Optimization exercise on an open flow, not production practice.
RTL: at most simulated, not proved equivalent.
Power: default activity.

## flow/design.v (module list and top-level ports; edited modules follow where they fit)
// module ahb_lite_fir_filter: 655 lines
module ahb_lite_fir_filter(
    input clk,
          n_rst,
    input logic hsel,
    input logic [3:0] haddr,
    input logic hsize,
    input logic [1:0] htrans,
    input logic hwrite,
    input logic [15:0] hwdata,
    output logic [15:0] hrdata,
    output logic hresp
);
  // ...
==> flow/flow/run.sh <==
#!/bin/bash
# The standard layout (its synthesis script, registers unchanged), with:
#  - no ABC pass inside yosys's generic synth before the adders are extracted
#    (SYNTH_ARGS=-noabc), so the hand-built adder trees reach extract_fa as
#    written, without inverters around every full adder; ABC still maps the
#    logic afterwards as usual,
#  - timing repair aimed at a setup slack margin (a shorter achieved period
#    than the 12 ns constraint), and
#  - port buffers of a regular buffer cell, and
#  - clock tree synthesis without dummy loads (capacitive cells that only balance
#    the tree).
# The clock and constraints are the standard flow's own.
set -euo pipefail
MARGIN=${MARGIN:-6.5}
bash standard.sh "SYNTH_ARGS=-noabc" "SETUP_SLACK_MARGIN=$MARGIN" \
    "BUFFER_PORTS_ARGS=-buffer_cell sky130_fd_sc_hd__buf_2" \
    "CTS_ARGS=-sink_clustering_enable -repair_clock_nets -dont_use_dummy_load -sink_clustering_size 22 -sink_clustering_max_diameter 100" finish > standard_flow.log 2>&1
==> flow/standard.sh <==
#!/bin/bash
# synth_recipe.tcl (not shown) runs the flow's synth.tcl, then flattens the netlist and writes it again
# the make line also repeats each setting of config.mk as NAME=value (left out here)
make -C /OpenROAD-flow-scripts/flow DESIGN_CONFIG=/design/flow/config.mk WORK_HOME=/design/flow/orfs CLKGATE_MAP_FILE= SYNTH_SCRIPT=/design/flow/synth_recipe.tcl "${@:-finish}"
==> flow/config.mk <==
export PLATFORM = sky130hd
export DESIGN_NAME = ahb_lite_fir_filter
export DESIGN_NICKNAME = ahb_lite_fir_filter
export VERILOG_FILES = /design/flow/design.v
export SDC_FILE = /design/flow/constraint.sdc
export NUM_CORES = 4
export LEC_CHECK = 0
export ABC_CLOCK_PERIOD_IN_PS = 5500
export CAP_MARGIN = 20
export CORE_MARGIN = 2
export CORE_UTILIZATION = 40
export SLEW_MARGIN = 20
==> flow/constraint.sdc <==
create_clock -name core_clock -period 12.0 [get_ports {clk}]
set_input_delay 2.4000 -clock core_clock [delete_from_list [all_inputs] [get_ports {clk}]]
set_output_delay 2.4000 -clock core_clock [all_outputs]
set_load 0.01 [all_outputs]
==> results.txt, run 1 <==
| Group | Result | This run |
| --- | --- | --- |
| run status | Outcome | timing/DRC/antenna clean |
| synthesis | Area share of and/or/nand/nor cells after synthesis | 8.96% |
| layout | Layout Area Growth over Synthesis | 10.7% |
| power and ir drop | Seq. pwr | 1.85 mW |
| power and ir drop | Internal power | 3.78 mW |
| drt | 1st-iter DRT viols | 1,060 |
| timing | Share of the clock period used by the worst path after layout | 46.0% |
| layout | Filler cells | 4,749 |
| setup path | Worst path arrival time | 5.95 ns |
| timing | Minimum hold slack | 0.447 ns |
| layout | Clock buffer instance count of the final layout | 21 |
| flow run | Count of maximum capacitance violations | 0 |
| power and ir drop | Comb group | 4.13 mW |
| timing | Total setup violations reported at the end of the flow | 0 |
| layout | Multi-input gate share of the layout cell area | 47.5% |
| setup path | Cells along the critical path | a22oi_2 -> xnor2_2 -> fa_1 -> fa_1 -> fa_2 -> fa_1 -> ha_2 -> fa_2 -> a211oi_2 -> o211ai_2 -> nand2_2 -> o21ai_4 -> o22a_1 -> xor2_2 -> buf_4 -> a221o_2 -> o211ai_4 -> a2111oi_4 -> o311a_1 |
| cts | Buffers inserted during post-CTS setup optimization | 20 |
| placement | Last weighted congestion value of the routability-driven placer | 0.899 |
| setup path | Category of the worst setup path capture point | register |
| global route | Most utilized layer in the global route result | met2 |
| global route | Global Route met1 Usage | 27.2% |
| synthesis | Cell with the most instances after synthesis | sky130_fd_sc_hd__edfxtp_1 |
| synthesis | Multiplexer share of the synthesized area | 0.651% |
| drt | Via count | 13,910 |
| timing | Pin slew with the least headroom to its limit | 1.10 ns |
| synthesis | Most area-hungry cell type in the Yosys netlist | sky130_fd_sc_hd__edfxtp_1 |
| timing | Post-layout minimum cycle time | 5.52 ns |
| global route | Met2 Track Usage GR | 34.4% |
| synthesis | Sequential-to-total area share from yosys stat | 45.8% |
| layout | Post-layout instance area | 23,400 um2 |
| placement | Port buffer count | 43 |
| die | Chip Width | 234 um |
| timing | Achievable Freq | 181 MHz |
| synthesis | Dominant combinational cell family by area after synthesis | adder cells |
| global route | Global routing met3 resource utilization | 2.37% |
| drt | Sum of met3 wire segment lengths after detailed routing | 3.12 mm |
| layout | # diodes | 0 |
| die | Die area | 54,700 um2 |
| min path | End point of the worst hold path | f3[2] |
| layout | Fraction of area in registers | 41.6% |
| synthesis | YS warnings | 1 |
| setup path | Critical path's top delay family | adder cells |
| cts | Clock latency on the worst-skew pair | 0.55 ns |
Testbench counts, summed over its fixed seeds: cycles 2,064, samples 512.
==> run 2: changes to the inputs <==
--- a/flow/design.v
+++ b/flow/design.v
@@ -515,19 +515,18 @@
     assign y2   = {q2[16:0], 1'b1};
     assign v1   = x1 + y1;
     assign v2c  = {x2, 1'b1} + {y2, c_lo};
     assign v2   = v2c[18:1];
     logic err_new, err3, err4;
     assign err4    = w ? (v1[17] & v1[16]) : (v1[17] & ~v1[16]);
     assign err3    = w ? (v2[17] & ~v2[16]) : (~v2[17] & v2[16]);
     assign err_new = err3 | err4;
-    logic busy, err_bit;
+    logic busy;
     assign busy    = wr_pend | samp_pend | r14[0];
-    assign err_bit = k_t0 ? err_new : err;
     logic [16:0] res_c;
     logic [15:0] mag, pdata, rdata;
     logic        st_hw, st_b1;
     assign res_c = res_v ? {res[16] ^ resw, res[15:0]} : 17'd0;
     assign mag   = res_c[16] ? (~res_c[15:0] + 16'd1) : res_c[15:0];
     assign st_hw = rd_req & (haddr[3:1] == 3'd0) & hsize;
     assign st_b1 = rd_req & (haddr == 4'd1) & ~hsize;
     always_comb begin
@@ -542,29 +541,30 @@
             default: pdata = r_v ? {r15, r14[7:1], r14[0]} : {15'd0, r14[0]};
         endcase
         if (!rd_req)
             rdata = 16'd0;
         else if (hsize)
             rdata = pdata;
         else
             rdata = {8'd0, haddr[0] ? pdata[15:8] : pdata[7:0]};
-        rdata[8] = rdata[8] | (st_hw & err_bit);
-        rdata[0] = rdata[0] | (st_b1 & err_bit);
+        rdata[8] = (st_hw & k_t0) ? err_new : (rdata[8] | (st_hw & err));
+        rdata[0] = (st_b1 & k_t0) ? err_new : (rdata[0] | (st_b1 & err));
     end
     always_ff @(posedge clk) begin
         s1s <= m1_r0[15+K:K];
         s1c <= m1_r1[15+K:K];
         s1k <= m1_lo[K];
         bo_neg <= b1_neg;
         bo_one <= b1_one;
         bo_two <= b1_two;
         b2  <= b1;
     end
     always_ff @(posedge clk) begin
+        wr_pair <= haddr[3:1];              
         if (wr_smp) begin
             smp <= hwdata;
             h1  <= smp;
             h2  <= h1;
         end
         if (wr_c0) c0 <= hwdata;
         if (wr_c1) c1 <= hwdata;
         if (wr_c2) c2 <= hwdata;
@@ -593,17 +593,16 @@
             ap  <= v2;
             apw <= w;
         end
     end
     always_ff @(posedge clk, negedge n_rst) begin
         if (!n_rst) begin
             hrdata    <= 16'd0;
             wr_pend   <= 1'b0;
-            wr_pair   <= 3'd0;
             r14[0]    <= 1'b0;
             smp_v     <= 1'b0;
             h1_v      <= 1'b0;
             h2_v      <= 1'b0;
             c_v       <= 4'd0;
             r_v       <= 1'b0;
             f_v       <= 4'd0;
             acc_v     <= 1'b0;
@@ -613,17 +612,16 @@
             k_t0      <= 1'b0;
             k_t2      <= 1'b0;
             k_t1      <= 1'b0;
             k_t3      <= 1'b0;
             err       <= 1'b0;
         end else begin
             hrdata  <= rdata;
             wr_pend <= wr_req;
-            wr_pair <= haddr[3:1];
             if (wr_smp) begin
                 smp_v <= 1'b1;
                 h1_v  <= smp_v;
                 h2_v  <= h1_v;
             end
             if (wr_c0) c_v[0] <= 1'b1;
             if (wr_c1) c_v[1] <= 1'b1;
             if (wr_c2) c_v[2] <= 1'b1;
--- a/flow/flow/run.sh
+++ b/flow/flow/run.sh
@@ -6,12 +6,12 @@
 #    logic afterwards as usual,
 #  - timing repair aimed at a setup slack margin (a shorter achieved period
 #    than the 12 ns constraint), and
 #  - port buffers of a regular buffer cell, and
 #  - clock tree synthesis without dummy loads (capacitive cells that only balance
 #    the tree).
 # The clock and constraints are the standard flow's own.
 set -euo pipefail
-MARGIN=${MARGIN:-6.5}
+MARGIN=${MARGIN:-6.7}
 bash standard.sh "SYNTH_ARGS=-noabc" "SETUP_SLACK_MARGIN=$MARGIN" \
     "BUFFER_PORTS_ARGS=-buffer_cell sky130_fd_sc_hd__buf_2" \
     "CTS_ARGS=-sink_clustering_enable -repair_clock_nets -dont_use_dummy_load -sink_clustering_size 22 -sink_clustering_max_diameter 100" finish > standard_flow.log 2>&1
==> results.txt, run 2 <==
| Group | Result | This run | Change |
| --- | --- | --- | --- |
| run status | Outcome | timing/DRC/antenna clean | unchanged |
| die | Effective utilization at floorplan | 40.4% | was 40.3% |
| synthesis | YS warnings | 1 | unchanged |
| timing | PnR worst setup slack | 6.59 ns | was 6.48 ns |
| layout | Most frequent cells in the layout | sky130_fd_sc_hd__edfxtp_1 (248), sky130_fd_sc_hd__nor2_1 (200), sky130_fd_sc_hd__fa_1 (174) | was sky130_fd_sc_hd__edfxtp_1 (248), sky130_fd_sc_hd__nor2_1 (208), sky130_fd_sc_hd__fa_1 (171) |
| placement | Port buffer count | 43 | unchanged |
| die | Standard-cell rows | 84 | unchanged |
| setup path | Worst-path fanout max | 2 | was 8 |
| layout | Post-layout instance area | 23,500 um2 | was 23,400 um2 |
| die | Die area | 54,800 um2 | was 54,700 um2 |
| placement | Last weighted congestion value of the routability-driven placer | 0.926 | was 0.899 |
| timing | Max Slew Vio Count | 0 | unchanged |
| min path | End point of the worst hold path | h2[1] | was f3[2] |
| synthesis | Cell with the most instances after synthesis | sky130_fd_sc_hd__edfxtp_1 | unchanged |
| timing | Normalized max-slew margin | 23.3% | was 27.0% |
| cts | CTS Sinks | 349 | unchanged |
| setup path | Category of the worst setup path capture point | output pin | was register |
| drt | 1st-iter DRT viols | 953 | was 1,060 |
| timing | Fin. Hold Viols | 0 | unchanged |
| power and ir drop | Power Dens Cells | 275 nW/um2 | was 285 nW/um2 |
| global route | Global-route wire length before repair | 85.2 mm | was 84.2 mm |
| power and ir drop | Worst IR drop on VDD | 0.182 mV | was 0.278 mV |
| cts | CTS tree | built | unchanged |
| timing | Total negative slack for setup checks | 0 ns | unchanged |
| drt | ANT nets after route | 0 | unchanged |
| layout | Share of the core filled with cells in the final layout | 44.9% | was 44.6% |
| synthesis | Sequential-to-total area share from yosys stat | 45.7% | was 45.8% |
| timing | Achievable Freq | 185 MHz | was 181 MHz |
| timing | Share of the clock period used by the worst path after layout | 45.1% | was 46.0% |
| placement | Post-DP HPWL | 39.1 mm | was 38.7 mm |
| synthesis | Ranking of synthesized cells by area | sky130_fd_sc_hd__edfxtp_1 (35%), sky130_fd_sc_hd__fa_1 (18%), sky130_fd_sc_hd__dfxtp_1 (5.8%) | was sky130_fd_sc_hd__edfxtp_1 (35%), sky130_fd_sc_hd__fa_1 (18%), sky130_fd_sc_hd__dfxtp_1 (5.5%) |
| drt | Wire length after detailed routing | 54.9 mm | was 54.6 mm |
| timing | Pin slew with the least headroom to its limit | 1.15 ns | was 1.10 ns |
| power and ir drop | Sequential cell fraction of total power | 28.6% | was 27.7% |
| die | Die Y | 234 um | about the same |
| die | Area of the core | 52,400 um2 | unchanged |
| synthesis | Mean instance size in the synthesized netlist | 11.9 um2 | was 12.1 um2 |
| synthesis | Area share of the largest cell type after synthesis | 35.2% | about the same |
| global route | Total Routing Usage GR | 20.3% | about the same |
| synthesis | Number of flops mapped to enable cells by yosys | 248 | unchanged |
| setup path | FF-to-FF setup slack | 6.70 ns | was 6.48 ns |
| layout | Most common library cell in the layout ignoring fill and taps | sky130_fd_sc_hd__edfxtp_1 | unchanged |
| synthesis | Number of distinct library cell variants in the gate-level netlist after synthesis | 69 | was 81 |
| drt | Number of search-and-repair iterations in the first detailed-routing pass | 6 | was 5 |
| power and ir drop | Internal power | 3.61 mW | was 3.78 mW |
| setup path | Worst reg2reg path depth | 17 | was 19 |
| cts | Total CTS buffers | 21 | unchanged |
| setup path | Worst Path Required | 9.60 ns | was 12.43 ns |
| cts | Clock input transition at the sequential cells of the worst setup and hold paths | 0.09 ns | was 0.10 ns |
| global route | Total overflow reported by the global router | 0 | unchanged |
| timing | Total setup violations reported at the end of the flow | 0 | unchanged |
| layout | Final-stage net count | 2,129 | was 2,095 |
| drt | Via count | 14,109 | was 13,910 |
| layout | Layout Area Growth over Synthesis | 11.1% | was 10.7% |
| min path | Start point of the worst min-delay path | h1[1] | was c3[2] |
| setup path | Worst path arrival time | 3.01 ns | was 5.95 ns |
| synthesis | Synth Register Bits | 349 | unchanged |
| synthesis | Post-synthesis async set-or-reset flop share | 11.5% | was 12.3% |
| min path | Worst hold path depth | 0 | unchanged |
| placement | Total placed instance area | 22,200 um2 | was 22,100 um2 |
| layout | Biggest regs | ap: 18 flops, nb: 18 flops, res: 17 flops | unchanged |
| global route | Via count of the first global-routing pass | 14,629 | was 14,310 |
| layout | Share of final-layout standard cells stronger than drive strength 1 | 15.5% | was 15.3% |
| cts | Count of hold buffers inserted by post-cts repair | 0 | unchanged |
| timing | Post-layout minimum cycle time | 5.41 ns | was 5.52 ns |
| die | Ports placed on the boundary | 44 | unchanged |
| cts | H-tree levels | 1 | unchanged |
| synthesis | Synthesized netlist net count | 2,081 | was 2,059 |
| power and ir drop | Switching power | 2.85 mW | was 2.90 mW |
| drt | Routed length per instance | 21.9 um | was 22.1 um |
| synthesis | Cells after Synth | 1,776 | was 1,754 |
| power and ir drop | Proportion of power drawn by combinational gates | 60.9% | was 61.9% |
| cts | Clock Tree Buf Depth | 3 | unchanged |
| power and ir drop | Clock share of power | 10.6% | was 10.4% |
| setup path | Startpoint-to-endpoint class of the critical path | primary input to output pin | was register to register |
| synthesis | Post-Syn Area | 21,200 um2 | was 21,100 um2 |
| timing | Unrepaired setup endpoints after global routing | yes | unchanged |
| global route | Number of antenna violations at the first check in global routing | 1 | unchanged |
| die | Chip Width | 234 um | about the same |
| drt | Vias per inst | 5.62 | about the same |
| global route | Largest net degree at the start of global routing | 61 | was 71 |
| min path | Type of the tightest min-delay check | register to register | unchanged |
| cts | Clock latency on the worst-skew pair | 0.55 ns | about the same |
| flow run | Count of maximum capacitance violations | 0 | unchanged |
| synthesis | Ys flop type | sky130_fd_sc_hd__edfxtp_1 | unchanged |
| synthesis | Ranking of synthesized cells by instance count | sky130_fd_sc_hd__edfxtp_1 (248), sky130_fd_sc_hd__nor2_1 (205), sky130_fd_sc_hd__fa_1 (189) | was sky130_fd_sc_hd__edfxtp_1 (248), sky130_fd_sc_hd__nor2_1 (211), sky130_fd_sc_hd__fa_1 (189) |
| timing | Minimum hold slack | 0.442 ns | was 0.447 ns |
| setup path | Startpoint class of the critical path | primary input | was register |
| synthesis | Most area-hungry cell type in the Yosys netlist | sky130_fd_sc_hd__edfxtp_1 | unchanged |
| power and ir drop | Total Power Consumption | 6.46 mW | was 6.67 mW |
| drt | Post-detailed-route DRC marker count | 0 | unchanged |
| timing | Skew final | 0.0723 ns | was 0.0745 ns |
| setup path | Critical path origin | hwrite | was b2[5] |
| cts | CTS Root Cell | sky130_fd_sc_hd__clkbuf_16 | unchanged |
| placement | # placed instances | 2,438 | was 2,422 |
| layout | Cell Count, Final, Fillers Out | 2,511 | was 2,476 |
| placement | Worst slack at placement | 5.74 ns | was 5.41 ns |
| power and ir drop | P_leak | 9.47 nW | was 9.41 nW |
| power and ir drop | Sw Ratio | 44.1% | was 43.4% |
| setup path | Origin of the critical flop-to-flop path | bo_one[0] | was b2[5] |
| setup path | Worst reg2reg endpoint | hrdata[0] | unchanged |
[run 2: cell count changes in the layout (fill, tap and decap cells not counted), sizes merged, moves of 10 or more]
cell / before / now
nand2: 83 / 103
buf: 110 / 122
xor2: 47 / 59
nand3: 20 / 34
o211ai: 13 / 23
o21ai: 52 / 39
[run 2: critical path, stage by stage]
cell and delay [ns]:
sky130_fd_sc_hd__buf_2 0.09, sky130_fd_sc_hd__nand2_2 0.05, sky130_fd_sc_hd__nor2_2 0.10, sky130_fd_sc_hd__nand2_1 0.09, sky130_fd_sc_hd__a21boi_2 0.13, sky130_fd_sc_hd__buf_2 0.14
[run 2: cells by family (layout without fill, tap and decap cells)]
logic type	Yosys count	in the layout	share of synthesized area, %
AO/OA/AOI/OAI	365	365	12.3
XOR/XNOR	136	136	5.63
adder cells (fa/ha/maj)	278	278	23.1
buffers and inverters	203	249	3.71
flip-flops	349	349	45.7
multiplexers	7	7	0.343
other	0	1	0
AND/OR/NAND/NOR	438	438	9.26
[run 2: worst max-delay path by stage]
stage                endpoint  depth (start not counted)
floorplan               hresp                          5
global placement    hrdata[0]                         18
detailed placement  hrdata[0]                         18
CTS                     hresp                          5
global route        hrdata[0]                         20
finish                  hresp                          6
[run 2: layout make-up]
| type | count | area (um2) |
|---|---|---|
| inverter | 105 | 394 |
| multi-input combinational | 1224 | 11100 |
| fill | 4754 | 28900 |
| sequential | 349 | 9730 |
| timing repair buffer | 123 | 896 |
| tap | 688 | 861 |
| antenna | 1 | 2.50 |
| clock buffer | 21 | 526 |
[run 2: power groups by stage]
stage,Clock [mW],Combinational (mW),Sequential [mW]
global placement,0,3.43,1.87
finish,0.685,3.93,1.85
CTS,0.705,3.60,1.84
floorplan,0,2.65,1.77
detailed placement,0,3.46,1.87
global route,0.744,4.35,1.86
[run 2: repair_timing]
item / 4_1_cts / 5_1_grt
endpoints found under the setup margin: 31 / 17
endpoints found under the hold margin: 0 / 0
pin swaps: 11 / 14
buffers inserted: 23 / 28
gates resized for setup: 58 / 76
[run 2: routing by layer]
layer | GRT usage, % | wire length [um] | vias to the layer above
li1 | - | - | 6341
met1 | 26.6 | 22700 | 7193
met2 | 35.2 | 27400 | 491
met3 | 2.37 | 3170 | 84
met4 | 6.53 | 1660 | 0
met5 | 0 | 0 | -
Testbench counts of run 2, summed over its fixed seeds: cycles 2,064, samples 512.
==> run 3: changes to the inputs <==
--- a/flow/flow/run.sh
+++ b/flow/flow/run.sh
@@ -11,7 +11,7 @@
 #    the tree).
 # The clock and constraints are the standard flow's own.
 set -euo pipefail
-MARGIN=${MARGIN:-6.7}
+MARGIN=${MARGIN:-6.5}
 bash standard.sh "SYNTH_ARGS=-noabc" "SETUP_SLACK_MARGIN=$MARGIN" \
     "BUFFER_PORTS_ARGS=-buffer_cell sky130_fd_sc_hd__buf_2" \
     "CTS_ARGS=-sink_clustering_enable -repair_clock_nets -dont_use_dummy_load -sink_clustering_size 22 -sink_clustering_max_diameter 100" finish > standard_flow.log 2>&1
--- a/flow/config.mk
+++ b/flow/config.mk
@@ -5,6 +5,7 @@
 export SDC_FILE = /design/flow/constraint.sdc
 export NUM_CORES = 4
 export LEC_CHECK = 0
+export ABC_AREA = 1
 export ABC_CLOCK_PERIOD_IN_PS = 5500
 export CAP_MARGIN = 20
 export CORE_MARGIN = 2
==> results.txt, run 3 <==
| Group | Result | This run | Change |
| --- | --- | --- | --- |
| drt | ANT nets after route | 0 | unchanged |
| synthesis | YS warnings | 1 | unchanged |
| layout | Most frequent cells in the layout | sky130_fd_sc_hd__nand2_1 (411), sky130_fd_sc_hd__nor2_1 (255), sky130_fd_sc_hd__edfxtp_1 (248) | was sky130_fd_sc_hd__edfxtp_1 (248), sky130_fd_sc_hd__nor2_1 (200), sky130_fd_sc_hd__fa_1 (174) |
| flow run | Count of maximum capacitance violations | 0 | unchanged |
| timing | Fin. Hold Viols | 0 | unchanged |
| cts | Clock Tree Buf Depth | 3 | unchanged |
| run status | Outcome | timing/DRC/antenna clean | unchanged |
| die | Area of the core | 54,000 um2 | was 52,400 um2 |
| setup path | Startpoint class of the critical path | primary input | unchanged |
| placement | Post-DP HPWL | 41.7 mm | was 39.1 mm |
| layout | Share of the core filled with cells in the final layout | 44.1% | was 44.9% |
| cts | H-tree levels | 1 | unchanged |
| placement | Last weighted congestion value of the routability-driven placer | 0.894 | was 0.926 |
| setup path | Startpoint-to-endpoint class of the critical path | primary input to output pin | unchanged |
| timing | Total negative slack for setup checks | 0 ns | unchanged |
| layout | Most common library cell in the layout ignoring fill and taps | sky130_fd_sc_hd__nand2_1 | was sky130_fd_sc_hd__edfxtp_1 |
| synthesis | Ys flop type | sky130_fd_sc_hd__edfxtp_1 | unchanged |
| setup path | FF-to-FF setup slack | 6.83 ns | was 6.70 ns |
| global route | Total Routing Usage GR | 19.9% | was 20.3% |
| synthesis | Post-Syn Area | 21,900 um2 | was 21,200 um2 |
| synthesis | Area share of the largest cell type after synthesis | 34.0% | was 35.2% |
| timing | PnR worst setup slack | 6.49 ns | was 6.59 ns |
| power and ir drop | Power Dens Cells | 264 nW/um2 | was 275 nW/um2 |
| synthesis | Synth Register Bits | 349 | unchanged |
| setup path | Worst-path fanout max | 3 | was 2 |
| timing | Skew final | 0.0570 ns | was 0.0723 ns |
| global route | Largest net degree at the start of global routing | 67 | was 61 |
| synthesis | Cells after Synth | 2,139 | was 1,776 |
| die | Chip Width | 238 um | was 234 um |
| synthesis | Most area-hungry cell type in the Yosys netlist | sky130_fd_sc_hd__edfxtp_1 | unchanged |
| drt | Wire length after detailed routing | 56.5 mm | was 54.9 mm |
| placement | Port buffer count | 43 | unchanged |
| drt | Routed length per instance | 19.5 um | was 21.9 um |
| setup path | Worst path arrival time | 3.11 ns | was 3.01 ns |
| synthesis | Cell with the most instances after synthesis | sky130_fd_sc_hd__nand2_1 | was sky130_fd_sc_hd__edfxtp_1 |
| synthesis | Sequential-to-total area share from yosys stat | 44.1% | was 45.7% |
| timing | Total setup violations reported at the end of the flow | 0 | unchanged |
| power and ir drop | Worst IR drop on VDD | 0.255 mV | was 0.182 mV |
| die | Ports placed on the boundary | 44 | unchanged |
| cts | CTS tree | built | unchanged |
| power and ir drop | P_leak | 10.8 nW | was 9.47 nW |
| drt | Number of search-and-repair iterations in the first detailed-routing pass | 5 | was 6 |
| synthesis | Number of distinct library cell variants in the gate-level netlist after synthesis | 52 | was 69 |
| min path | Type of the tightest min-delay check | register to register | unchanged |
| cts | Clock input transition at the sequential cells of the worst setup and hold paths | 0.08 ns | was 0.09 ns |
| global route | Global-route wire length before repair | 87.7 mm | was 85.2 mm |
| cts | CTS Sinks | 349 | unchanged |
| timing | Max Slew Vio Count | 0 | unchanged |
| cts | Clock latency on the worst-skew pair | 0.56 ns | was 0.55 ns |
| layout | Final-stage net count | 2,510 | was 2,129 |
| die | Standard-cell rows | 85 | was 84 |
| die | Die area | 56,700 um2 | was 54,800 um2 |
| drt | Via count | 15,250 | was 14,109 |
| die | Effective utilization at floorplan | 40.6% | was 40.4% |
| layout | Layout Area Growth over Synthesis | 8.81% | was 11.1% |
| timing | Achievable Freq | 182 MHz | was 185 MHz |
| synthesis | Ranking of synthesized cells by area | sky130_fd_sc_hd__edfxtp_1 (34%), sky130_fd_sc_hd__fa_1 (17%), sky130_fd_sc_hd__nand2_1 (7.1%) | was sky130_fd_sc_hd__edfxtp_1 (35%), sky130_fd_sc_hd__fa_1 (18%), sky130_fd_sc_hd__dfxtp_1 (5.8%) |
| drt | Post-detailed-route DRC marker count | 0 | unchanged |
| timing | Pin slew with the least headroom to its limit | 1.05 ns | was 1.15 ns |
| die | Die Y | 238 um | was 234 um |
| synthesis | Number of flops mapped to enable cells by yosys | 248 | unchanged |
| layout | # diodes | 0 | was 1 |
| placement | Worst slack at placement | 6.00 ns | was 5.74 ns |
| drt | 1st-iter DRT viols | 1,262 | was 953 |
| setup path | Category of the worst setup path capture point | output pin | unchanged |
| synthesis | Synthesized netlist net count | 2,444 | was 2,081 |
| cts | CTS Root Cell | sky130_fd_sc_hd__clkbuf_16 | unchanged |
| drt | Vias per inst | 5.26 | was 5.62 |
| layout | Biggest regs | ap: 18 flops, nb: 18 flops, res: 17 flops | unchanged |
| global route | Via count of the first global-routing pass | 15,202 | was 14,629 |
| layout | Share of final-layout standard cells stronger than drive strength 1 | 9.26% | was 15.5% |
| global route | Total overflow reported by the global router | 0 | unchanged |
| synthesis | Mean instance size in the synthesized netlist | 10.2 um2 | was 11.9 um2 |
| timing | Share of the clock period used by the worst path after layout | 45.9% | was 45.1% |
| cts | Count of hold buffers inserted by post-cts repair | 0 | unchanged |
| setup path | Worst Path Required | 9.60 ns | about the same |
| cts | Total CTS buffers | 21 | unchanged |
| timing | Post-layout minimum cycle time | 5.51 ns | was 5.41 ns |
| timing | Unrepaired setup endpoints after global routing | yes | unchanged |
| timing | Normalized max-slew margin | 29.7% | was 23.3% |
| global route | Number of antenna violations at the first check in global routing | 0 | was 1 |
| synthesis | Post-synthesis async set-or-reset flop share | 11.5% | unchanged |
| synthesis | Ranking of synthesized cells by instance count | sky130_fd_sc_hd__nand2_1 (413), sky130_fd_sc_hd__nor2_1 (259), sky130_fd_sc_hd__inv_1 (252) | was sky130_fd_sc_hd__edfxtp_1 (248), sky130_fd_sc_hd__nor2_1 (205), sky130_fd_sc_hd__fa_1 (189) |
-- run 3: path summary, 6_finish.rpt --
kind / startpoint / end / cells past startpoint
worst max-delay path: haddr[2] / hresp / 8
worst max register to register: bo_one[0] / err / 22
min in group asynchronous: n_rst / c_v[0] / 1
worst min register to register: acc_v / acc_v / 2
worst min-delay path: acc_v / acc_v / 2
max in group asynchronous: n_rst / hrdata[7] / 1
-- run 3: cells by family after synthesis --
| kind of cell | after synthesis | share of synthesized area [%] |
|---|---|---|
| AO/OA/AOI/OAI | 246 | 7.33 |
| XOR/XNOR | 121 | 4.90 |
| adder cells (fa/ha/maj) | 278 | 22.4 |
| buffers and inverters | 318 | 5.80 |
| AND/OR/NAND/NOR | 827 | 15.5 |
| flip-flops | 349 | 44.1 |
-- run 3: report_power, final --
group	internal [mW]	switching, mW	total [mW]
registers	1.70	0.0803	1.79
logic	1.35	2.46	3.81
clock network	0.312	0.386	0.697
total	3.37	2.93	6.30
-- run 3: cell type report --
class / instances / area (um2)
multi-input cells: 1472 / 11100
fillers: 5130 / 30200
repair buffers: 97 / 659
repair inverters: 3 / 15.0
flip-flops and latches: 349 / 9680
clock buffers: 21 / 526
well taps: 696 / 871
inverters: 261 / 1010
-- run 3: repair_timing --
item / CTS / global route
buffers inserted: 6 / 22
gates cloned: 0 / 3
pin swaps: 4 / 5
resized for setup: 15 / 29
endpoints found under the setup margin: 1 / 9
-- run 3: per-stage QoR --
stage | power, mW | area (um2) | hold slack, ns | instances
6_report | 6.30 | 23800 | 0.445 | 2899
5_1_grt | 6.88 | 23800 | 0.459 | 2899
4_1_cts | 6.26 | 23600 | 0.451 | 2874
3_5_place_dp | 5.54 | 22900 | 0.432 | 2847
3_3_place_gp | 5.46 | 22900 | 0.427 | 2847
2_1_floorplan | 4.58 | 21900 | 0.414 | 2139
-- run 3: critical path, stage by stage --
cell	delay (ns)
sky130_fd_sc_hd__buf_8	0.08
sky130_fd_sc_hd__nand2_4	0.05
sky130_fd_sc_hd__nor2_4	0.12
sky130_fd_sc_hd__inv_4	0.05
sky130_fd_sc_hd__nor2_4	0.12
sky130_fd_sc_hd__a21oi_2	0.04
sky130_fd_sc_hd__nor2_1	0.10
sky130_fd_sc_hd__buf_2	0.13
-- run 3: layer usage --
metal / track usage (%) / part of all wire (%)
met1: 26.7 / 42
met2: 34.4 / 49
met3: 2.08 / 5.7
met4: 5.68 / 2.8
met5: 0 / 0
==> run 4: changes to the inputs <==
--- a/flow/config.mk
+++ b/flow/config.mk
@@ -5,9 +5,9 @@
 export SDC_FILE = /design/flow/constraint.sdc
 export NUM_CORES = 4
 export LEC_CHECK = 0
-export ABC_AREA = 1
 export ABC_CLOCK_PERIOD_IN_PS = 5500
 export CAP_MARGIN = 20
 export CORE_MARGIN = 2
 export CORE_UTILIZATION = 40
+export GPL_ROUTABILITY_DRIVEN = 0
 export SLEW_MARGIN = 20
==> results.txt, run 4 <==
| Group | Result | This run | Change |
| --- | --- | --- | --- |
| layout | Most common library cell in the layout ignoring fill and taps | sky130_fd_sc_hd__edfxtp_1 | was sky130_fd_sc_hd__nand2_1 |
| global route | Global-route wire length before repair | 83.9 mm | was 87.7 mm |
| synthesis | Share of the synthesized area in compound gates (AO/OA/AOI/OAI) | 12.3% | was 7.33% |
| placement | Total placed instance area | 22,200 um2 | was 22,900 um2 |
| drt | ANT nets after route | 0 | unchanged |
| synthesis | Area share of and/or/nand/nor cells after synthesis | 9.26% | was 15.5% |
| power and ir drop | Total Power Consumption | 6.26 mW | was 6.30 mW |
| power and ir drop | P_leak | 9.31 nW | was 10.8 nW |
| drt | Via count | 13,874 | was 15,250 |
| layout | Final-stage net count | 2,095 | was 2,510 |
| timing | Skew final | 0.0707 ns | was 0.0570 ns |
| setup path | Worst Path Required | 9.60 ns | about the same |
| drt | Vias per inst | 5.60 | was 5.26 |
| placement | Port buffer count | 43 | unchanged |
| drt | Number of search-and-repair iterations in the first detailed-routing pass | 5 | unchanged |
| cts | Total CTS buffers | 21 | unchanged |
| synthesis | Ranking of synthesized cells by area | sky130_fd_sc_hd__edfxtp_1 (35%), sky130_fd_sc_hd__fa_1 (18%), sky130_fd_sc_hd__dfxtp_1 (5.8%) | was sky130_fd_sc_hd__edfxtp_1 (34%), sky130_fd_sc_hd__fa_1 (17%), sky130_fd_sc_hd__nand2_1 (7.1%) |
| timing | Total negative slack for setup checks | 0 ns | unchanged |
| layout | Share of the core filled with cells in the final layout | 44.0% | was 44.1% |
| timing | Achievable Freq | 184 MHz | was 182 MHz |
| timing | Unrepaired setup endpoints after global routing | yes | unchanged |
| global route | Total Routing Usage GR | 20.0% | was 19.9% |
| layout | Filler cells | 4,758 | was 5,130 |
| power and ir drop | Worst IR drop on VDD | 0.212 mV | was 0.255 mV |
| synthesis | Area share of the largest cell type after synthesis | 35.2% | was 34.0% |
| cts | CTS tree | built | unchanged |
| synthesis | YS warnings | 1 | unchanged |
| synthesis | Synthesized netlist net count | 2,081 | was 2,444 |
| synthesis | Post-synthesis async set-or-reset flop share | 11.5% | unchanged |
| synthesis | Cell with the most instances after synthesis | sky130_fd_sc_hd__edfxtp_1 | was sky130_fd_sc_hd__nand2_1 |
| layout | Layout Area Growth over Synthesis | 9.10% | was 8.81% |
| power and ir drop | Power Dens Cells | 271 nW/um2 | was 264 nW/um2 |
| setup path | Startpoint-to-endpoint class of the critical path | primary input to output pin | unchanged |
| global route | Largest net degree at the start of global routing | 65 | was 67 |
| timing | Max Slew Vio Count | 0 | unchanged |
| placement | Worst slack at placement | 5.90 ns | was 6.00 ns |
| cts | Clock input transition at the sequential cells of the worst setup and hold paths | 0.08 ns | about the same |
| die | Ports placed on the boundary | 44 | unchanged |
| cts | Clock latency on the worst-skew pair | 0.54 ns | was 0.56 ns |
| synthesis | Xor/xnor share of the synthesized area | 5.63% | was 4.90% |
| synthesis | Number of flops mapped to enable cells by yosys | 248 | unchanged |
| drt | Routed length per instance | 21.7 um | was 19.5 um |
| setup path | Worst path arrival time | 3.04 ns | was 3.11 ns |
| setup path | Worst-path fanout max | 9 | was 3 |
| setup path | Category of the worst setup path capture point | output pin | unchanged |
| layout | Post-layout instance area | 23,100 um2 | was 23,800 um2 |
| cts | CTS Sinks | 349 | unchanged |
| timing | Fin. Hold Viols | 0 | unchanged |
| placement | Post-DP HPWL | 38.7 mm | was 41.7 mm |
| synthesis | Mean instance size in the synthesized netlist | 11.9 um2 | was 10.2 um2 |
| global route | Via count of the first global-routing pass | 14,376 | was 15,202 |
| synthesis | Ys flop type | sky130_fd_sc_hd__edfxtp_1 | unchanged |
| global route | Number of antenna violations at the first check in global routing | 1 | was 0 |
| global route | Total overflow reported by the global router | 0 | unchanged |
| cts | CTS Root Cell | sky130_fd_sc_hd__clkbuf_16 | unchanged |
| timing | Normalized max-slew margin | 27.5% | was 29.7% |
| synthesis | Adder-cell share of the synthesized area | 23.1% | was 22.4% |
| synthesis | Multiplexer share of the synthesized area | 0.343% | was 0% |
| cts | H-tree levels | 1 | unchanged |
| synthesis | Ranking of synthesized cells by instance count | sky130_fd_sc_hd__edfxtp_1 (248), sky130_fd_sc_hd__nor2_1 (205), sky130_fd_sc_hd__fa_1 (189) | was sky130_fd_sc_hd__nand2_1 (413), sky130_fd_sc_hd__nor2_1 (259), sky130_fd_sc_hd__inv_1 (252) |
| die | Die area | 54,800 um2 | was 56,700 um2 |
| timing | Pin slew with the least headroom to its limit | 1.09 ns | was 1.05 ns |
| synthesis | Sequential-to-total area share from yosys stat | 45.7% | was 44.1% |
| drt | 1st-iter DRT viols | 924 | was 1,262 |
| layout | Share of final-layout standard cells stronger than drive strength 1 | 11.9% | was 9.26% |
| drt | Wire length after detailed routing | 53.6 mm | was 56.5 mm |
| synthesis | Synth Register Bits | 349 | unchanged |
| timing | Total setup violations reported at the end of the flow | 0 | unchanged |
| synthesis | Dominant combinational cell family by area after synthesis | adder cells | unchanged |
| synthesis | Number of distinct library cell variants in the gate-level netlist after synthesis | 69 | was 52 |
| die | Area of the core | 52,400 um2 | was 54,000 um2 |
| layout | Most frequent cells in the layout | sky130_fd_sc_hd__edfxtp_1 (248), sky130_fd_sc_hd__nor2_1 (202), sky130_fd_sc_hd__fa_1 (181) | was sky130_fd_sc_hd__nand2_1 (411), sky130_fd_sc_hd__nor2_1 (255), sky130_fd_sc_hd__edfxtp_1 (248) |
| min path | Type of the tightest min-delay check | register to register | unchanged |
| timing | Post-layout minimum cycle time | 5.44 ns | was 5.51 ns |
| flow run | Count of maximum capacitance violations | 0 | unchanged |
| die | Standard-cell rows | 84 | was 85 |
| synthesis | Post-Syn Area | 21,200 um2 | was 21,900 um2 |
| die | Effective utilization at floorplan | 40.4% | was 40.6% |
| timing | Share of the clock period used by the worst path after layout | 45.3% | was 45.9% |
| synthesis | Cells after Synth | 1,776 | was 2,139 |
| die | Chip Width | 234 um | was 238 um |
| setup path | Startpoint class of the critical path | primary input | unchanged |
| drt | Post-detailed-route DRC marker count | 0 | unchanged |
| synthesis | Most area-hungry cell type in the Yosys netlist | sky130_fd_sc_hd__edfxtp_1 | unchanged |
| layout | Biggest regs | ap: 18 flops, nb: 18 flops, res: 17 flops | unchanged |
| die | Die Y | 234 um | was 238 um |
| run status | Outcome | timing/DRC/antenna clean | unchanged |
| cts | Clock Tree Buf Depth | 3 | unchanged |
| timing | PnR worst setup slack | 6.56 ns | was 6.49 ns |
run 4: cell count changes in the layout (fill, tap and decap cells not counted), moves of 46 or more:
cell,delta
sky130_fd_sc_hd__nand2_1,-310
sky130_fd_sc_hd__inv_1,-142
sky130_fd_sc_hd__nand3_1,-63
sky130_fd_sc_hd__o22ai_1,-61
sky130_fd_sc_hd__xnor2_1,+60
sky130_fd_sc_hd__nor2_1,-53
sky130_fd_sc_hd__xor2_1,-46
run 4: timing repair:
action                                  CTS  global route
resized for setup                        27            57
pin swaps                                 1             9
endpoints found under the setup margin   23            11
hold endpoints to repair                  0             0
hold buffers                              0             0
buffers inserted                          2            15
run 4: path summary, 6_finish.rpt:
| check | startpoint | depth (start not counted) | slack [ns] | to |
|---|---|---|---|---|
| max | haddr[2] | 5 | 6.56 | hresp |
| min reg2reg | c1[7] | 0 | 0.44 | f1[7] |
| max reg2reg | bo_two[0] | 19 | 6.68 | hrdata[0] |
| min | c1[7] | 0 | 0.44 | f1[7] |
| min in group asynchronous | n_rst | 1 | 2.02 | hrdata[6] |
| max in group asynchronous | n_rst | 1 | 9.40 | h2_v |
run 4: worst max-delay path, cell delays in order:
cell and delay, ns:
sky130_fd_sc_hd__buf_8 0.11, sky130_fd_sc_hd__and3_4 0.20, sky130_fd_sc_hd__nand2_2 0.07, sky130_fd_sc_hd__a21boi_2 0.12
sky130_fd_sc_hd__buf_2 0.13
run 4: power breakdown:
part | switching (mW) | internal (mW)
Combinational | 2.27 | 1.45
Clock | 0.369 | 0.311
Sequential | 0.140 | 1.71
Total | 2.78 | 3.48
run 4: kinds of logic after synthesis:
family / after synthesis
buffers and inverters: 203
adder cells (fa/ha/maj): 278
AND/OR/NAND/NOR: 438
XOR/XNOR: 136
flip-flops: 349
multiplexers: 7
AO/OA/AOI/OAI: 365
run 4: layout make-up:
cell class	instances	area (um2)	area share, %
repair buffers	89	612	2.65
well taps	688	861	3.73
flip-flops and latches	349	9720	42.1
inverters	105	394	1.71
clock buffers	21	526	2.27
multi-input cells	1224	11000	47.6
diodes	1	2.50	0.0108
run 4: layer usage:
layer  vias up  track usage (%)  wire length [um]
met5         -                0                 0
met4         0             8.09              2350
met3        95             2.42              2680
met2       447             33.3             26200
met1      7057             26.6             22400
li1       6275                -                 -
run 4: per-stage QoR:
stage | hold slack, ns | instances
floorplan | 0.425 | 1776
global placement | 0.429 | 2438
detailed placement | 0.433 | 2438
CTS | 0.425 | 2461
global route | 0.427 | 2477
finish | 0.437 | 2477
==> run 5: changes to the inputs <==
--- a/flow/config.mk
+++ b/flow/config.mk
@@ -9,5 +9,5 @@
 export CAP_MARGIN = 20
 export CORE_MARGIN = 2
 export CORE_UTILIZATION = 40
-export GPL_ROUTABILITY_DRIVEN = 0
+export GPL_TIMING_DRIVEN = 0
 export SLEW_MARGIN = 20
==> results.txt, run 5 <==
| Group | Result | This run | Change |
| --- | --- | --- | --- |
| run status | Outcome | timing/DRC/antenna clean | unchanged |
| drt | Vias per inst | 5.49 | was 5.60 |
| cts | Clock Tree Buf Depth | 3 | unchanged |
| drt | Routed length per instance | 21.8 um | was 21.7 um |
| setup path | Startpoint-to-endpoint class of the critical path | primary input to output pin | unchanged |
| timing | Share of the clock period used by the worst path after layout | 46.1% | was 45.3% |
| cts | Total CTS buffers | 21 | unchanged |
| cts | Count of hold buffers inserted by post-cts repair | 0 | unchanged |
| synthesis | Number of distinct library cell variants in the gate-level netlist after synthesis | 69 | unchanged |
| cts | CTS Root Cell | sky130_fd_sc_hd__clkbuf_16 | unchanged |
| drt | ANT nets after route | 0 | unchanged |
| layout | Most common library cell in the layout ignoring fill and taps | sky130_fd_sc_hd__edfxtp_1 | unchanged |
| placement | Port buffer count | 43 | unchanged |
| synthesis | Most area-hungry cell type in the Yosys netlist | sky130_fd_sc_hd__edfxtp_1 | unchanged |
| die | Die area | 54,800 um2 | unchanged |
| timing | Unrepaired setup endpoints after global routing | yes | unchanged |
| synthesis | Sequential-to-total area share from yosys stat | 45.7% | unchanged |
| setup path | Worst reg2reg path depth | 17 | was 19 |
| timing | Max Slew Vio Count | 0 | unchanged |
| placement | Last weighted congestion value of the routability-driven placer | 0.886 |  |
| min path | End point of the worst hold path | f3[10] | was f1[7] |
| synthesis | Adder-cell share of the synthesized area | 23.1% | unchanged |
| power and ir drop | Power Dens Cells | 276 nW/um2 | was 271 nW/um2 |
| placement | Post-DP HPWL | 42.8 mm | was 38.7 mm |
| synthesis | Mean instance size in the synthesized netlist | 11.9 um2 | unchanged |
| synthesis | Area share of and/or/nand/nor cells after synthesis | 9.26% | unchanged |
| layout | Final-stage net count | 2,180 | was 2,095 |
| global route | Total Routing Usage GR | 20.8% | was 20.0% |
| die | Effective utilization at floorplan | 40.4% | unchanged |
| synthesis | Xor/xnor share of the synthesized area | 5.63% | unchanged |
| cts | CTS Sinks | 349 | unchanged |
| die | Die Y | 234 um | unchanged |
| setup path | Worst path arrival time | 3.14 ns | was 3.04 ns |
| synthesis | Synth Register Bits | 349 | unchanged |
| drt | Post-detailed-route DRC marker count | 0 | unchanged |
| cts | Clock input transition at the sequential cells of the worst setup and hold paths | 0.09 ns | was 0.08 ns |
| synthesis | YS warnings | 1 | unchanged |
| cts | CTS tree | built | unchanged |
| timing | Normalized max-slew margin | 33.8% | was 27.5% |
| setup path | FF-to-FF setup slack | 6.62 ns | was 6.68 ns |
| synthesis | Share of the synthesized area in compound gates (AO/OA/AOI/OAI) | 12.3% | unchanged |
| layout | Layout Area Growth over Synthesis | 12.6% | was 9.10% |
| timing | Skew final | 0.0486 ns | was 0.0707 ns |
| min path | Worst hold path depth | 0 | unchanged |
| drt | Wire length after detailed routing | 55.7 mm | was 53.6 mm |
| power and ir drop | Worst IR drop on VDD | 0.211 mV | was 0.212 mV |
| layout | Share of the core filled with cells in the final layout | 45.5% | was 44.0% |
| layout | # diodes | 0 | was 1 |
| global route | Global-route wire length before repair | 85.9 mm | was 83.9 mm |
| synthesis | Ranking of synthesized cells by instance count | sky130_fd_sc_hd__edfxtp_1 (248), sky130_fd_sc_hd__nor2_1 (205), sky130_fd_sc_hd__fa_1 (189) | unchanged |
| timing | Fin. Hold Viols | 0 | unchanged |
| synthesis | Post-Syn Area | 21,200 um2 | unchanged |
| timing | Total negative slack for setup checks | 0 ns | unchanged |
| setup path | Worst Path Required | 9.60 ns | about the same |
| min path | Start point of the worst min-delay path | c3[10] | was c1[7] |
| min path | Type of the tightest min-delay check | register to register | unchanged |
| synthesis | Cells after Synth | 1,776 | unchanged |
| layout | Share of final-layout standard cells stronger than drive strength 1 | 15.1% | was 11.9% |
| drt | Number of search-and-repair iterations in the first detailed-routing pass | 5 | unchanged |
| die | Ports placed on the boundary | 44 | unchanged |
| timing | Total setup violations reported at the end of the flow | 0 | unchanged |
| layout | Most frequent cells in the layout | sky130_fd_sc_hd__edfxtp_1 (248), sky130_fd_sc_hd__nor2_1 (203), sky130_fd_sc_hd__fa_1 (172) | was sky130_fd_sc_hd__edfxtp_1 (248), sky130_fd_sc_hd__nor2_1 (202), sky130_fd_sc_hd__fa_1 (181) |
| drt | 1st-iter DRT viols | 1,239 | was 924 |
| setup path | Origin of the critical flop-to-flop path | bo_two[0] | unchanged |
| cts | H-tree levels | 1 | unchanged |
| power and ir drop | P_leak | 9.59 nW | was 9.31 nW |
| timing | Post-layout minimum cycle time | 5.54 ns | was 5.44 ns |
| drt | Via count | 14,070 | was 13,874 |
| setup path | Category of the worst setup path capture point | output pin | unchanged |
| global route | Total overflow reported by the global router | 0 | unchanged |
| synthesis | Number of flops mapped to enable cells by yosys | 248 | unchanged |
| setup path | Startpoint class of the critical path | primary input | unchanged |
| layout | Biggest regs | ap: 18 flops, nb: 18 flops, res: 17 flops | unchanged |
| synthesis | Ranking of synthesized cells by area | sky130_fd_sc_hd__edfxtp_1 (35%), sky130_fd_sc_hd__fa_1 (18%), sky130_fd_sc_hd__dfxtp_1 (5.8%) | unchanged |
| setup path | Worst reg2reg endpoint | nb[16] | was hrdata[0] |
| timing | Achievable Freq | 181 MHz | was 184 MHz |
| synthesis | Area share of the largest cell type after synthesis | 35.2% | unchanged |
| die | Chip Width | 234 um | unchanged |
| synthesis | Cell with the most instances after synthesis | sky130_fd_sc_hd__edfxtp_1 | unchanged |
| setup path | Worst-path fanout max | 3 | was 9 |
| cts | Clock latency on the worst-skew pair | 0.54 ns | about the same |
| global route | Largest net degree at the start of global routing | 55 | was 65 |
| die | Area of the core | 52,400 um2 | unchanged |
| synthesis | Multiplexer share of the synthesized area | 0.343% | unchanged |
| synthesis | Post-synthesis async set-or-reset flop share | 11.5% | unchanged |
| die | Standard-cell rows | 84 | unchanged |
| synthesis | Dominant combinational cell family by area after synthesis | adder cells | unchanged |
| global route | Number of antenna violations at the first check in global routing | 0 | was 1 |
| flow run | Count of maximum capacitance violations | 0 | unchanged |
| global route | Via count of the first global-routing pass | 14,588 | was 14,376 |
| timing | Pin slew with the least headroom to its limit | 0.993 ns | was 1.09 ns |
| synthesis | Ys flop type | sky130_fd_sc_hd__edfxtp_1 | unchanged |
| synthesis | Synthesized netlist net count | 2,081 | unchanged |
run 5: cell counts after synthesis:
Identical to the previous run, type by type.
run 5: worst max path at each step:
stage	from	endpoint	slack (ns)	cells past startpoint
global route	bo_two[0]	nb[10]	6.41	19
CTS	haddr[1]	hresp	6.45	7
floorplan	haddr[1]	hresp	6.48	5
global placement	bo_neg[0]	hrdata[0]	5.54	19
finish	haddr[1]	hresp	6.46	7
detailed placement	bo_neg[0]	hrdata[0]	5.52	19
run 5: area by class of cell:
| type | count | area [um2] |
|---|---|---|
| plain buffers | 98 | 599 |
| well taps | 688 | 861 |
| clock buffers | 21 | 526 |
| multi-input cells | 1224 | 11300 |
| repair buffers | 76 | 502 |
| fillers | 4718 | 28600 |
| inverters | 105 | 397 |
| flip-flops and latches | 349 | 9680 |
run 5: cells by family (layout without fill, tap and decap cells):
logic type               Yosys count  after routing
adder cells (fa/ha/maj)          278            278
multiplexers                       7              7
AND/OR/NAND/NOR                  438            438
buffers and inverters            203            300
flip-flops                       349            349
XOR/XNOR                         136            136
AO/OA/AOI/OAI                    365            365
run 5: power breakdown:
group / switching, mW / leakage [nW] / internal [mW]
Combinational: 2.43 / 6.03 / 1.68
Sequential: 0.0643 / 3.30 / 1.70
Clock: 0.377 / 0.259 / 0.312
Total: 2.87 / 9.59 / 3.70
run 5: through the flow:
step | instances | total power [mW] | cell area (um2) | setup slack, ns | hold slack (ns)
global placement | 2507 | 5.28 | 22300 | 5.54 | 0.430
floorplan | 1776 | 4.41 | 21200 | 6.48 | 0.425
CTS | 2551 | 6.31 | 23300 | 6.45 | 0.401
global route | 2561 | 7.09 | 23800 | 6.41 | 0.409
finish | 2561 | 6.57 | 23800 | 6.46 | 0.401
detailed placement | 2516 | 5.35 | 22400 | 5.52 | 0.435
run 5: repair_timing:
action	in CTS	in global routing
pin swaps	17	49
resized for setup	81	122
buffers inserted	14	10
gates cloned	0	0
endpoints found under the setup margin	58	29
run 5: critical path, stage by stage:
cell	delay, ns
sky130_fd_sc_hd__buf_8	0.08
sky130_fd_sc_hd__buf_8	0.08
sky130_fd_sc_hd__and3_4	0.18
sky130_fd_sc_hd__buf_8	0.10
sky130_fd_sc_hd__nand2_4	0.05
sky130_fd_sc_hd__a21boi_2	0.12
sky130_fd_sc_hd__buf_2	0.13
run 5: per-layer routing:
metal | vias up | track usage (%) | part of all wire, % | wire, um
met5 | - | 0 | 0 | 0
met4 | 0 | 8.64 | 4.4 | 2430
met3 | 93 | 2.99 | 5.6 | 3130
met2 | 446 | 33.9 | 48 | 26500
met1 | 7093 | 27.9 | 42 | 23700
li1 | 6438 | - | - | -
==> run 6: changes to the inputs <==
--- a/flow/config.mk
+++ b/flow/config.mk
@@ -9,5 +9,4 @@
 export CAP_MARGIN = 20
 export CORE_MARGIN = 2
 export CORE_UTILIZATION = 40
-export GPL_TIMING_DRIVEN = 0
 export SLEW_MARGIN = 20
==> results.txt, run 6 <==
| Group | Result | This run | Change |
| --- | --- | --- | --- |
| run status | Outcome | timing/DRC/antenna clean | unchanged |
| timing | PnR worst setup slack | 6.55 ns | was 6.46 ns |
| die | Chip Width | 234 um | unchanged |
| placement | Post-DP HPWL | 39.3 mm | was 42.8 mm |
| min path | Start point of the worst min-delay path | c2[11] | was c3[10] |
| drt | ANT nets after route | 0 | unchanged |
| synthesis | Ranking of synthesized cells by instance count | sky130_fd_sc_hd__edfxtp_1 (248), sky130_fd_sc_hd__nor2_1 (205), sky130_fd_sc_hd__fa_1 (189) | unchanged |
| global route | Largest net degree at the start of global routing | 65 | was 55 |
| global route | Total Routing Usage GR | 20.1% | was 20.8% |
| drt | Via count | 13,771 | was 14,070 |
| synthesis | YS warnings | 1 | unchanged |
| setup path | Startpoint-to-endpoint class of the critical path | primary input to output pin | unchanged |
| timing | Unrepaired setup endpoints after global routing | yes | unchanged |
| synthesis | Cells after Synth | 1,776 | unchanged |
| drt | Number of search-and-repair iterations in the first detailed-routing pass | 5 | unchanged |
| die | Area of the core | 52,400 um2 | unchanged |
| placement | Port buffer count | 43 | unchanged |
| global route | Via count of the first global-routing pass | 14,194 | was 14,588 |
| setup path | Worst reg2reg path depth | 19 | was 17 |
| min path | Worst hold path depth | 0 | unchanged |
| power and ir drop | Internal power | 3.47 mW | was 3.70 mW |
| setup path | Category of the worst setup path capture point | output pin | unchanged |
| timing | Normalized max-slew margin | 31.1% | was 33.8% |
| cts | H-tree levels | 1 | unchanged |
| synthesis | Ranking of synthesized cells by area | sky130_fd_sc_hd__edfxtp_1 (35%), sky130_fd_sc_hd__fa_1 (18%), sky130_fd_sc_hd__dfxtp_1 (5.8%) | unchanged |
| synthesis | Ys flop type | sky130_fd_sc_hd__edfxtp_1 | unchanged |
| synthesis | Post-Syn Area | 21,200 um2 | unchanged |
| die | Standard-cell rows | 84 | unchanged |
| timing | Fin. Hold Viols | 0 | unchanged |
| cts | Clock input transition at the sequential cells of the worst setup and hold paths | 0.09 ns | about the same |
| power and ir drop | Worst IR drop on VDD | 0.199 mV | was 0.211 mV |
| layout | Share of final-layout standard cells stronger than drive strength 1 | 11.1% | was 15.1% |
| synthesis | Multiplexer share of the synthesized area | 0.343% | unchanged |
| timing | Share of the clock period used by the worst path after layout | 45.4% | was 46.1% |
| drt | Routed length per instance | 21.8 um | about the same |
| drt | Wire length after detailed routing | 54.1 mm | was 55.7 mm |
| synthesis | Share of the synthesized area in compound gates (AO/OA/AOI/OAI) | 12.3% | unchanged |
| die | Die area | 54,800 um2 | unchanged |
| timing | Total negative slack for setup checks | 0 ns | unchanged |
| timing | Post-layout minimum cycle time | 5.45 ns | was 5.54 ns |
| flow run | Count of maximum capacitance violations | 0 | unchanged |
| drt | Post-detailed-route DRC marker count | 0 | unchanged |
| global route | Most utilized layer in the global route result | met2 | unchanged |
| power and ir drop | Sw Ratio | 44.4% | was 43.7% |
| placement | Last weighted congestion value of the routability-driven placer | 0.892 | was 0.886 |
| layout | Biggest regs | ap: 18 flops, nb: 18 flops, res: 17 flops | unchanged |
| cts | Total CTS buffers | 21 | unchanged |
| synthesis | Area share of the largest cell type after synthesis | 35.2% | unchanged |
| setup path | Worst path arrival time | 3.05 ns | was 3.14 ns |
| global route | Met2 Track Usage GR | 34.0% | was 33.9% |
| cts | CTS Root Cell | sky130_fd_sc_hd__clkbuf_16 | unchanged |
| setup path | Startpoint class of the critical path | primary input | unchanged |
| power and ir drop | Switching power | 2.78 mW | was 2.87 mW |
| cts | CTS Sinks | 349 | unchanged |
| power and ir drop | P_leak | 9.30 nW | was 9.59 nW |
| global route | Global routing met3 resource utilization | 2.27% | was 2.99% |
| synthesis | Xor/xnor share of the synthesized area | 5.63% | unchanged |
| cts | CTS tree | built | unchanged |
| timing | Skew final | 0.0773 ns | was 0.0486 ns |
| synthesis | Sequential-to-total area share from yosys stat | 45.7% | unchanged |
| synthesis | Number of flops mapped to enable cells by yosys | 248 | unchanged |
| synthesis | Area share of and/or/nand/nor cells after synthesis | 9.26% | unchanged |
| synthesis | Mean instance size in the synthesized netlist | 11.9 um2 | unchanged |
| cts | Clock latency on the worst-skew pair | 0.55 ns | was 0.54 ns |
| setup path | FF-to-FF setup slack | 6.68 ns | was 6.62 ns |
| timing | Total setup violations reported at the end of the flow | 0 | unchanged |
| global route | Number of antenna violations at the first check in global routing | 2 | was 0 |
| drt | Vias per inst | 5.56 | was 5.49 |
| layout | Most frequent cells in the layout | sky130_fd_sc_hd__edfxtp_1 (248), sky130_fd_sc_hd__nor2_1 (202), sky130_fd_sc_hd__fa_1 (186) | was sky130_fd_sc_hd__edfxtp_1 (248), sky130_fd_sc_hd__nor2_1 (203), sky130_fd_sc_hd__fa_1 (172) |
| global route | Global-route wire length before repair | 83.5 mm | was 85.9 mm |
| power and ir drop | Sequential cell fraction of total power | 29.6% | was 26.9% |
| timing | Max Slew Vio Count | 0 | unchanged |
| setup path | Worst reg2reg endpoint | hrdata[0] | was nb[16] |
| synthesis | Dominant combinational cell family by area after synthesis | adder cells | unchanged |
| placement | Worst slack at placement | 5.89 ns | was 5.52 ns |
| layout | Most common library cell in the layout ignoring fill and taps | sky130_fd_sc_hd__edfxtp_1 | unchanged |
| synthesis | Number of distinct library cell variants in the gate-level netlist after synthesis | 69 | unchanged |
| layout | Layout Area Growth over Synthesis | 8.66% | was 12.6% |
| layout | Final-stage net count | 2,094 | was 2,180 |
| min path | End point of the worst hold path | f2[11] | was f3[10] |
| die | Ports placed on the boundary | 44 | unchanged |
| power and ir drop | Proportion of power drawn by combinational gates | 59.4% | was 62.6% |
| setup path | Worst Path Required | 9.60 ns | about the same |
| die | Effective utilization at floorplan | 40.4% | unchanged |
| power and ir drop | Clock share of power | 11.0% | was 10.5% |
| synthesis | Adder-cell share of the synthesized area | 23.1% | unchanged |
| synthesis | Cell with the most instances after synthesis | sky130_fd_sc_hd__edfxtp_1 | unchanged |
| setup path | Worst-path fanout max | 9 | was 3 |
| synthesis | Post-synthesis async set-or-reset flop share | 11.5% | unchanged |
| timing | Achievable Freq | 183 MHz | was 181 MHz |
| synthesis | Synthesized netlist net count | 2,081 | unchanged |
| cts | Clock Tree Buf Depth | 3 | unchanged |
| synthesis | Most area-hungry cell type in the Yosys netlist | sky130_fd_sc_hd__edfxtp_1 | unchanged |
| timing | Pin slew with the least headroom to its limit | 1.03 ns | was 0.993 ns |
| power and ir drop | Power Dens Cells | 272 nW/um2 | was 276 nW/um2 |
| global route | Global Route met1 Usage | 26.6% | was 27.9% |
| die | Die Y | 234 um | unchanged |
| synthesis | Synth Register Bits | 349 | unchanged |
| drt | 1st-iter DRT viols | 951 | was 1,239 |
| min path | Type of the tightest min-delay check | register to register | unchanged |
| setup path | Origin of the critical flop-to-flop path | bo_neg[2] | was bo_two[0] |
| global route | Total overflow reported by the global router | 0 | unchanged |
==> run 6: cell count changes in the layout (fill, tap and decap cells not counted), moves of 11 or more <==
cell	delta
sky130_fd_sc_hd__clkbuf_1	-46
sky130_fd_sc_hd__dfxtp_1	-19
sky130_fd_sc_hd__clkbuf_2	-17
sky130_fd_sc_hd__a22oi_1	+16
sky130_fd_sc_hd__a22oi_2	-16
sky130_fd_sc_hd__fa_1	+14
sky130_fd_sc_hd__fa_2	-14
sky130_fd_sc_hd__dfxtp_2	+13
sky130_fd_sc_hd__buf_2	-12
sky130_fd_sc_hd__buf_4	+11
==> run 6: area by class of cell <==
cell class,count,area [um2]
Fill cell,4797,29400
Multi-Input combinational cell,1224,10900
Sequential cell,349,9720
Tap cell,688,861
Timing Repair Buffer,88,588
Clock buffer,21,526
Inverter,105,394
Antenna cell,1,2.50
==> run 6: how the worst max path moves through the flow <==
stage | startpoint | end | cells past startpoint
final | haddr[3] | hresp | 5
after global routing | bo_neg[2] | hrdata[0] | 19
after CTS | haddr[1] | hresp | 5
after detailed placement | bo_neg[1] | hrdata[0] | 18
after global placement | bo_neg[1] | hrdata[0] | 18
after floorplan | haddr[1] | hresp | 5
==> run 6: power by group through the flow <==
stage | registers [mW] | clock network, mW | logic (mW)
6_report | 1.85 | 0.685 | 3.71
4_1_cts | 1.85 | 0.699 | 3.58
5_1_grt | 1.87 | 0.740 | 4.12
3_3_place_gp | 1.87 | 0 | 3.45
3_5_place_dp | 1.87 | 0 | 3.50
2_1_floorplan | 1.77 | 0 | 2.64
==> run 6: cell families after synthesis <==
logic type / after synthesis
simple gates: 438
compound gates: 365
flops: 349
buf+inv: 203
fa+ha+maj: 278
xor+xnor: 136
mux: 7
==> run 6: what timing repair did <==
action,CTS,global route
hold buffers,0,0
buffers inserted,1,10
cloned,0,0
pin swaps,1,2
hold endpoints to repair,0,0
gates resized for setup,32,34
setup endpoints to repair,23,9
==> run 6: worst max-delay path: stages <==
cell                       delay, ns
sky130_fd_sc_hd__buf_6          0.12
sky130_fd_sc_hd__nor2_4         0.19
sky130_fd_sc_hd__nand2_1        0.09
sky130_fd_sc_hd__a21boi_2       0.11
sky130_fd_sc_hd__buf_2          0.14
==> run 6: stage by stage <==
| step | hold WS (ns) | total power [mW] | area (um2) | cells | util (%) |
|---|---|---|---|---|---|
| after floorplan | 0.425 | 4.41 | 21200 | 1776 | - |
| after CTS | 0.426 | 6.13 | 22800 | 2465 | 43.5 |
| final | 0.427 | 6.25 | 23000 | 2476 | 43.9 |
| after global placement | 0.429 | 5.31 | 22200 | 2442 | 42.3 |
| after global routing | 0.436 | 6.73 | 23000 | 2476 | 43.9 |
| after detailed placement | 0.433 | 5.37 | 22200 | 2443 | 42.3 |
==> run 6: per-layer routing <==
metal / wire (um) / vias to the layer above
li1: - / 6269
met2: 26500 / 427
met4: 2080 / 2
met1: 22700 / 6986
met3: 2750 / 87
met5: 13 / -
==> run 7: changes to the inputs <==
--- a/flow/flow/run.sh
+++ b/flow/flow/run.sh
@@ -11,7 +11,7 @@
 #    the tree).
 # The clock and constraints are the standard flow's own.
 set -euo pipefail
-MARGIN=${MARGIN:-6.5}
+MARGIN=${MARGIN:-6.2}
 bash standard.sh "SYNTH_ARGS=-noabc" "SETUP_SLACK_MARGIN=$MARGIN" \
     "BUFFER_PORTS_ARGS=-buffer_cell sky130_fd_sc_hd__buf_2" \
     "CTS_ARGS=-sink_clustering_enable -repair_clock_nets -dont_use_dummy_load -sink_clustering_size 22 -sink_clustering_max_diameter 100" finish > standard_flow.log 2>&1
==> results.txt, run 7 <==
| Group | Result | This run | Change |
| --- | --- | --- | --- |
| placement | Port buffer count | 43 | unchanged |
| drt | ANT nets after route | 0 | unchanged |
| power and ir drop | P_leak | 9.28 nW | was 9.30 nW |
| synthesis | Post-synthesis async set-or-reset flop share | 11.5% | unchanged |
| layout | Final-stage net count | 2,094 | unchanged |
| power and ir drop | Switching power | 2.67 mW | was 2.78 mW |
| synthesis | Share of the synthesized area in compound gates (AO/OA/AOI/OAI) | 12.3% | unchanged |
| global route | Number of antenna violations at the first check in global routing | 1 | was 2 |
| synthesis | Adder-cell share of the synthesized area | 23.1% | unchanged |
| cts | Clock input transition at the sequential cells of the worst setup and hold paths | 0.09 ns | about the same |
| timing | Max Slew Vio Count | 0 | unchanged |
| die | Standard-cell rows | 84 | unchanged |
| global route | Via count of the first global-routing pass | 14,260 | was 14,194 |
| setup path | Most common cell type on the critical path | sky130_fd_sc_hd__buf_2 |  |
| timing | Total setup violations reported at the end of the flow | 0 | unchanged |
| synthesis | Ranking of synthesized cells by area | sky130_fd_sc_hd__edfxtp_1 (35%), sky130_fd_sc_hd__fa_1 (18%), sky130_fd_sc_hd__dfxtp_1 (5.8%) | unchanged |
| setup path | Critical Path Max Stage Delay | 0.29 ns | was 0.19 ns |
| placement | Worst slack at placement | 5.76 ns | was 5.89 ns |
| layout | Share of the core filled with cells in the final layout | 43.6% | was 43.9% |
| layout | Filler cells | 4,753 | was 4,797 |
| power and ir drop | Power Dens Cells | 266 nW/um2 | was 272 nW/um2 |
| synthesis | Dominant combinational cell family by area after synthesis | adder cells | unchanged |
| cts | Clock latency on the worst-skew pair | 0.55 ns | about the same |
| synthesis | Cells after Synth | 1,776 | unchanged |
| layout | Most common library cell in the layout ignoring fill and taps | sky130_fd_sc_hd__edfxtp_1 | unchanged |
| timing | Share of the clock period used by the worst path after layout | 47.5% | was 45.4% |
| global route | Total overflow reported by the global router | 0 | unchanged |
| die | Area of the core | 52,400 um2 | unchanged |
| global route | Global-route wire length before repair | 83.1 mm | was 83.5 mm |
| power and ir drop | Worst IR drop on VDD | 0.165 mV | was 0.199 mV |
| synthesis | Area share of the largest cell type after synthesis | 35.2% | unchanged |
| min path | Type of the tightest min-delay check | register to register | unchanged |
| global route | Largest net degree at the start of global routing | 65 | unchanged |
| synthesis | Post-Syn Area | 21,200 um2 | unchanged |
| run status | Outcome | timing/DRC/antenna clean | unchanged |
| synthesis | Ys flop type | sky130_fd_sc_hd__edfxtp_1 | unchanged |
| power and ir drop | Sequential cell fraction of total power | 30.3% | was 29.6% |
| drt | Routed length per instance | 21.5 um | was 21.8 um |
| layout | Biggest regs | ap: 18 flops, nb: 18 flops, res: 17 flops | unchanged |
| synthesis | Ranking of synthesized cells by instance count | sky130_fd_sc_hd__edfxtp_1 (248), sky130_fd_sc_hd__nor2_1 (205), sky130_fd_sc_hd__fa_1 (189) | unchanged |
| setup path | Startpoint-to-endpoint class of the critical path | primary input to output pin | unchanged |
| layout | Layout Area Growth over Synthesis | 7.97% | was 8.66% |
| setup path | Critical path's top delay family | buffers and inverters | was simple AND/OR/NAND/NOR gates |
| layout | Share of final-layout standard cells stronger than drive strength 1 | 9.46% | was 11.1% |
| timing | Total negative slack for setup checks | 0 ns | unchanged |
| cts | Total CTS buffers | 21 | unchanged |
| drt | 1st-iter DRT viols | 1,141 | was 951 |
| synthesis | Most area-hungry cell type in the Yosys netlist | sky130_fd_sc_hd__edfxtp_1 | unchanged |
| timing | Post-layout minimum cycle time | 5.70 ns | was 5.45 ns |
==> run 7: final cells by class <==
| class | count | share of cell area (%) |
|---|---|---|
| inverter | 105 | 1.72 |
| clock buffer | 21 | 2.30 |
| antenna | 1 | 0.0109 |
| multi-input combinational | 1224 | 47.3 |
| sequential | 349 | 42.5 |
| tap | 688 | 3.77 |
| timing repair buffer | 88 | 2.42 |
==> run 7: layer usage <==
metal | global-route usage (%) | wire length [um]
met1 | 26.7 | 22500
met2 | 33.2 | 25700
met3 | 2.30 | 2740
met4 | 7.97 | 2200
met5 | 0 | 0
==> run 7: final timing paths <==
check / startpoint / to / slack [ns] / depth (start not counted)
max in group asynchronous: n_rst / hrdata[11] / 9.42 / 1
min in group asynchronous: n_rst / hrdata[1] / 1.99 / 1
hold reg to reg: c2[11] / f2[11] / 0.43 / 0
setup reg to reg: b2[6] / hrdata[0] / 6.37 / 19
setup / recovery: haddr[1] / hresp / 6.30 / 5
hold / removal: c2[11] / f2[11] / 0.43 / 0
==> run 7: through the flow <==
step	cell area, um2	instances
after CTS	22700	2460
after detailed placement	22200	2439
after floorplan	21200	1776
after global placement	22100	2438
after global routing	22900	2476
final	22900	2476
==> run 7: repair_timing <==
item / CTS / global route
gates resized for setup: 7 / 22
endpoints found under the setup margin: 14 / 14
setup buffers: 0 / 15
pin swaps: 0 / 0
hold buffers: 0 / 0
==> run 7: kinds of logic after synthesis <==
logic type	count (synthesis)
simple gates	438
compound gates	365
flops	349
fa+ha+maj	278
buf+inv	203
xor+xnor	136
mux	7
==> run 7: worst reg2reg max path: stages, from the launching register on <==
cell                      delay, ns
sky130_fd_sc_hd__dfxtp_1       0.56
sky130_fd_sc_hd__a22oi_1       0.17
sky130_fd_sc_hd__xnor2_1       0.20
sky130_fd_sc_hd__fa_1          0.48
sky130_fd_sc_hd__fa_1          0.47
sky130_fd_sc_hd__fa_1          0.58
sky130_fd_sc_hd__inv_1         0.08
sky130_fd_sc_hd__fa_1          0.50
sky130_fd_sc_hd__inv_1         0.04
sky130_fd_sc_hd__ha_1          0.33
sky130_fd_sc_hd__nor2b_1       0.17
sky130_fd_sc_hd__o31ai_1       0.26
sky130_fd_sc_hd__a21oi_1       0.25
sky130_fd_sc_hd__a211o_1       0.34
sky130_fd_sc_hd__a31oi_1       0.25
sky130_fd_sc_hd__a21o_1        0.18
sky130_fd_sc_hd__mux2i_2       0.07
sky130_fd_sc_hd__buf_4         0.17
sky130_fd_sc_hd__o31ai_2       0.28
sky130_fd_sc_hd__a21oi_1       0.11
==> run 7: power by group through the flow <==
stage / Combinational [mW] / Sequential (mW) / Clock [mW]
CTS: 3.49 / 1.84 / 0.702
finish: 3.55 / 1.84 / 0.684
global route: 3.98 / 1.86 / 0.742
floorplan: 2.64 / 1.77 / 0
global placement: 3.44 / 1.86 / 0
detailed placement: 3.45 / 1.86 / 0
